What follows belongs to an exercise in optimizing a design on an open flow for small area; a production flow would make more cautious choices. Where RTL was checked, it was by simulation tests only, not by an equivalence proof against the original.

## isc_cpu_top
module isc_cpu_top (
     clk_i
    ,rst_i
    ,rst_rom_i
    ,mode_sel_i
    ,en_w_rom_i
    ,w_rom_addr_i
    ,w_rom_data_i
    ,instruction_i
    ,reg_watcher_o
    ,pc_o
    ,wb_en_o
    ,wb_addr_1_o
    ,wb_data_1_o
    ,wb_addr_2_o
    ,wb_data_2_o
);
    input clk_i;
    input rst_i;
    input rst_rom_i;
    input mode_sel_i;
    input en_w_rom_i;
    input [15:0] w_rom_addr_i;
    input [31:0] w_rom_data_i;
    input [31:0] instruction_i;
    output [7:0] reg_watcher_o;
    output [15:0] pc_o;
    output wb_en_o;
    output [4:0] wb_addr_1_o;
    output [7:0] wb_data_1_o;
    output [4:0] wb_addr_2_o;
    output [7:0] wb_data_2_o;
genvar g, b;
reg        en_reg_q;
reg        en_ram_q;
reg [7:0]  d1_q;       
reg [4:0]  a1_q;       
reg [7:0]  d2_q;
reg [2:0]  a2_q;       
reg [15:0] pc_q;
reg [1:0]  bub_q;
reg [4:0]  pcf_q;      
reg        romw_q;     
reg [20:0] c_q;        
reg        zr_q;       
reg        zm_q;       
wire [20:0] enc_w;
wire [20:0] enc_i;
inst_mode enc_rom (.inst_i(w_rom_data_i), .code_o(enc_w));
inst_mode enc_imm (.inst_i(instruction_i), .code_o(enc_i));
  ...
For scale: about 4,200 cells after synthesis, ~1,300 flip-flops, ~57,000 sq um of cells after synthesis.
==> flow/config.mk <==
export PLATFORM = sky130hd
export DESIGN_NAME = isc_cpu_top
export DESIGN_NICKNAME = isc_cpu_top
export VERILOG_FILES = /design/flow/design.v
export SDC_FILE = /design/flow/constraint.sdc
export NUM_CORES = 4
export LEC_CHECK = 0
export ABC_AREA = 0
export CAP_MARGIN = 20
export CORE_MARGIN = 2
export CORE_UTILIZATION = 40
export SLEW_MARGIN = 20
export SYNTH_HIERARCHICAL = 1
==> flow/constraint.sdc <==
create_clock -name core_clock -period 40.0 [get_ports {clk_i}]
set_input_delay 8.0000 -clock core_clock [delete_from_list [all_inputs] [get_ports {clk_i}]]
set_output_delay 8.0000 -clock core_clock [all_outputs]
set_load 0.01 [all_outputs]
standard.sh (not shown) runs the stock make flow with config.mk's settings and CLKGATE_MAP_FILE= SYNTH_SCRIPT=/design/flow/synth_recipe.tcl, a recipe that flattens the netlist after the stock synthesis.
==> flow/flow/run.sh <==
#!/bin/bash
# The standard layout (the standard.sh: ORFS synthesis to finish) with
# two changes: the port buffers are the smallest buffer cell, and clock tree
# synthesis uses clkbuf_8 with sink clusters of at most 20 and inserts
# no dummy loads. Each tool's full output stays in the ORFS logs under
# orfs/logs/; make's own output goes to flow.log here.
set -euo pipefail
export BUFFER_PORTS_ARGS="-buffer_cell sky130_fd_sc_hd__buf_1"
export CTS_ARGS="-sink_clustering_enable -repair_clock_nets -dont_use_dummy_load -sink_clustering_size 20 -sink_clustering_max_diameter 50 -buf_list {sky130_fd_sc_hd__clkbuf_8}"
bash standard.sh > flow.log 2>&1
==> next run, changes <==
--- a/flow/design.v
+++ b/flow/design.v
@@ -124,44 +124,47 @@
 wire o_not = (op == 8'b00000111);
 wire o_mov = (op == 8'b00001010);
 wire o_mvo = (op == 8'b00001011);
 wire o_mvi = (op == 8'b00001100);
 wire o_jmp = (op == 8'b00001101);
 wire o_ej  = (op == 8'b00001110);
 wire o_nej = (op == 8'b00001111);
 wire o_mth = (op == 8'b00010000);
 wire o_wt  = (op == 8'b00010001);
 wire ar = o_add | o_sub | o_and | o_or | o_rsh | o_lsh;
-wire [2:0] arx = {op[3], op[2], op[0]};    
+wire [2:0] arx = o_sub ? 3'd1 : o_and ? 3'd2 : o_or ? 3'd3 :
+                 o_rsh ? 3'd4 : o_lsh ? 3'd5 : 3'd0;
 wire imf  = im & ar;
 wire rgf  = ~im & (ar | o_mth | o_mvo);
 wire grp  = ~im & (o_mul | o_div | o_jmp | o_ej | o_nej | o_not | o_mov);
 wire movi = im & o_mov;
 wire noti = im & o_not;
 wire mvi  = im & o_mvi;
 wire sgl  = ~(imf | rgf | grp | movi | noti | mvi);
 wire [2:0] rsub = o_mth ? 3'd6 : o_mvo ? 3'd7 : arx;
-wire [2:0] gcls = sgl ? 3'd0 : {op[0], op[1] ^ op[2], op[3]};
+wire [2:0] gcls = sgl ? 3'd7 :
+                  o_mul ? 3'd0 : o_div ? 3'd1 : o_jmp ? 3'd2 :
+                  o_ej ? 3'd3 : o_nej ? 3'd4 : o_not ? 3'd5 : 3'd6;
 wire [2:0] scode = (o_wt & (inst_i[23] == inst_i[22])) ? 3'd1 :
                    (im & (o_jmp | o_ej | o_nej)) ? 3'd2 :
                    (im & o_mul) ? 3'd3 :
                    (im & o_div) ? 3'd4 : 3'd0;
 wire [1:0] msub = movi ? 2'd0 : noti ? 2'd1 : mvi ? 2'd3 : 2'd2;
 wire [20:0] c;
 assign c[20:18] = imf ? arx : rgf ? 3'd6 : 3'd7;
 assign c[17:11] = inst_i[17:11];
 assign c[10:8]  = sgl ? scode : inst_i[10:8];
 assign c[7:5]   = (grp | sgl) ? gcls : inst_i[7:5];
 assign c[4:3]   = inst_i[4:3];
 assign c[2]     = rgf ? rsub[2] : inst_i[2];
 assign c[1:0]   = imf ? inst_i[1:0] : rgf ? rsub[1:0] : msub;
-assign code_o = c ^ 21'b111_0000000_000_000_000_10;
+assign code_o = c ^ 21'b111_0000000_000_111_000_10;
 endmodule
 module add8 (a, b, ci, s, co);
     input [7:0] a;
     input [7:0] b;
     input ci;
     output [7:0] s;
     output co;
     wire [8:0] c;
     assign c[0] = ci;
     genvar k;
@@ -401,50 +404,50 @@
         ao33 u (.d({enc_i[b], rom_col[b]}), .s({imm_en, rom_sel}), .y(fetch[b]));
     end
 endgenerate
 always @(posedge clk_i) begin
     pcf_q  <= pc_q[4:0];
     romw_q <= en_w_rom_i & ~rst_rom_i;
     if (rst_i)
         bub_q <= 2'd0;
     else
         bub_q <= mode_sel_i ? bub_q + 2'd1 : 2'd0;
-    c_q <= fetch | ({21{ws_en}} & (21'b111_0000000_001_000_000_10 ^ 21'b111_0000000_000_000_000_10));
+    c_q <= fetch | ({21{ws_en}} & (21'b111_0000000_001_111_000_10 ^ 21'b111_0000000_000_111_000_10));
 end
-wire [20:0] c = c_q ^ 21'b111_0000000_000_000_000_10;
+wire [20:0] c = c_q ^ 21'b111_0000000_000_111_000_10;
 wire [2:0] top = c[20:18];
 wire is_regf = (top == 3'd6);
 wire is_misc = (top == 3'd7);
 wire is_immf = ~is_regf & ~is_misc;
 wire [2:0] opx = is_regf ? c[2:0] : top;
 wire arith   = ~is_misc & ~(opx[2] & opx[1]);
-wire op_add  = arith & (opx == 3'b001);
-wire op_sub  = arith & (opx == 3'b000);
-wire op_and  = arith & (opx == 3'b011);
-wire op_or   = arith & (opx == 3'b010);
-wire op_rsh  = arith & (opx == 3'b100);
-wire op_lsh  = arith & (opx == 3'b101);
+wire op_add  = arith & (opx == 3'd0);
+wire op_sub  = arith & (opx == 3'd1);
+wire op_and  = arith & (opx == 3'd2);
+wire op_or   = arith & (opx == 3'd3);
+wire op_rsh  = arith & (opx == 3'd4);
+wire op_lsh  = arith & (opx == 3'd5);
 wire op_mth  = is_regf & (c[2:0] == 3'd6);
 wire op_mvo  = is_regf & (c[2:0] == 3'd7);
 wire op_movi = is_misc & (c[1:0] == 2'd0);
 wire op_noti = is_misc & (c[1:0] == 2'd1);
 wire grp     = is_misc & (c[1:0] == 2'd2);
 wire op_mvi  = is_misc & (c[1:0] == 2'd3);
 wire [2:0] gc = c[7:5];
-wire op_mul  = grp & (gc == 3'd6);
-wire op_div  = grp & (gc == 3'd2);
-wire op_jmp  = grp & (gc == 3'd7);
-wire op_ej   = grp & (gc == 3'd1);
-wire op_nej  = grp & (gc == 3'd5);
-wire op_not  = grp & (gc == 3'd4);
-wire op_mov  = grp & (gc == 3'd3);
-wire sgl     = grp & (gc == 3'd0);
+wire op_mul  = grp & (gc == 3'd0);
+wire op_div  = grp & (gc == 3'd1);
+wire op_jmp  = grp & (gc == 3'd2);
+wire op_ej   = grp & (gc == 3'd3);
+wire op_nej  = grp & (gc == 3'd4);
+wire op_not  = grp & (gc == 3'd5);
+wire op_mov  = grp & (gc == 3'd6);
+wire sgl     = grp & (gc == 3'd7);
 wire op_nop  = sgl & (c[10:8] == 3'd0);
 wire op_ws   = sgl & (c[10:8] == 3'd1);
 wire op_jmpi = sgl & (c[10:8] == 3'd2);
 wire op_muli = sgl & (c[10:8] == 3'd3);
 wire op_divi = sgl & (c[10:8] == 3'd4);
 wire [4:0] a_addr = is_immf ? c[9:5] : c[17:13];
 wire [4:0] b_addr = c[12:8];
 wire [4:0] d_addr = c[7:3];
 wire [4:0] m_addr = c[6:2];
 wire [7:0] imm    = c[17:10];
Worst hold slack stays flat.
Setup slack gets worse by 240 ps.
Clock-buffer cell count climbs by 3.
Routed wire length grows by 0.65%.
Die area went up by 1.2%.
Final cell count climbs by 2.0%.
Via count is higher by 1.3%.
Sequential cell count does not change.
Design area rises by 1.6%.
Synthesized area came out higher by 1.2%.
Sequential share of layout area shrinks by 0.92 points.
Global-route usage is lower by 0.14 points.
Only the layout flow was run in the second run of this note; the RTL was not checked for function there.

==> afterwards: timing with drivers on the ports <==
The flow's constraints put no driver on any port. The routed layouts listed below were extracted and timed again, unchanged, in two steps.
Step 1 sets driving cells, clkbuf_16 on the clock port and buf_2 on the other inputs (assumed; they add their load-dependent delay and slew).
Step 2 adds t to the input delays and takes it off the output delays; t is the mean of the earliest and latest rising clock arrival at the registers after step 1. Input paths then give back, and output paths get back, about the clock's delay inside the block.
a / b / c = ideal ports / drivers / drivers and shift; a / b = the first two.
run | t, ns | setup WS [ns] | worst hold slack (ns) | clock arrival spread, ns | slew at the worst register clock pin (ns)
the first run | 0.884 | 2.753 / 2.753 / 2.753 | 0.426 / 0.426 / 0.426 | 0.174 / 0.174 | 0.12 / 0.12
the second run | 0.884 | 2.518 / 2.518 / 2.518 | 0.427 / 0.427 / 0.427 | 0.131 / 0.131 | 0.11 / 0.11
After both steps every run listed still meets setup and hold.
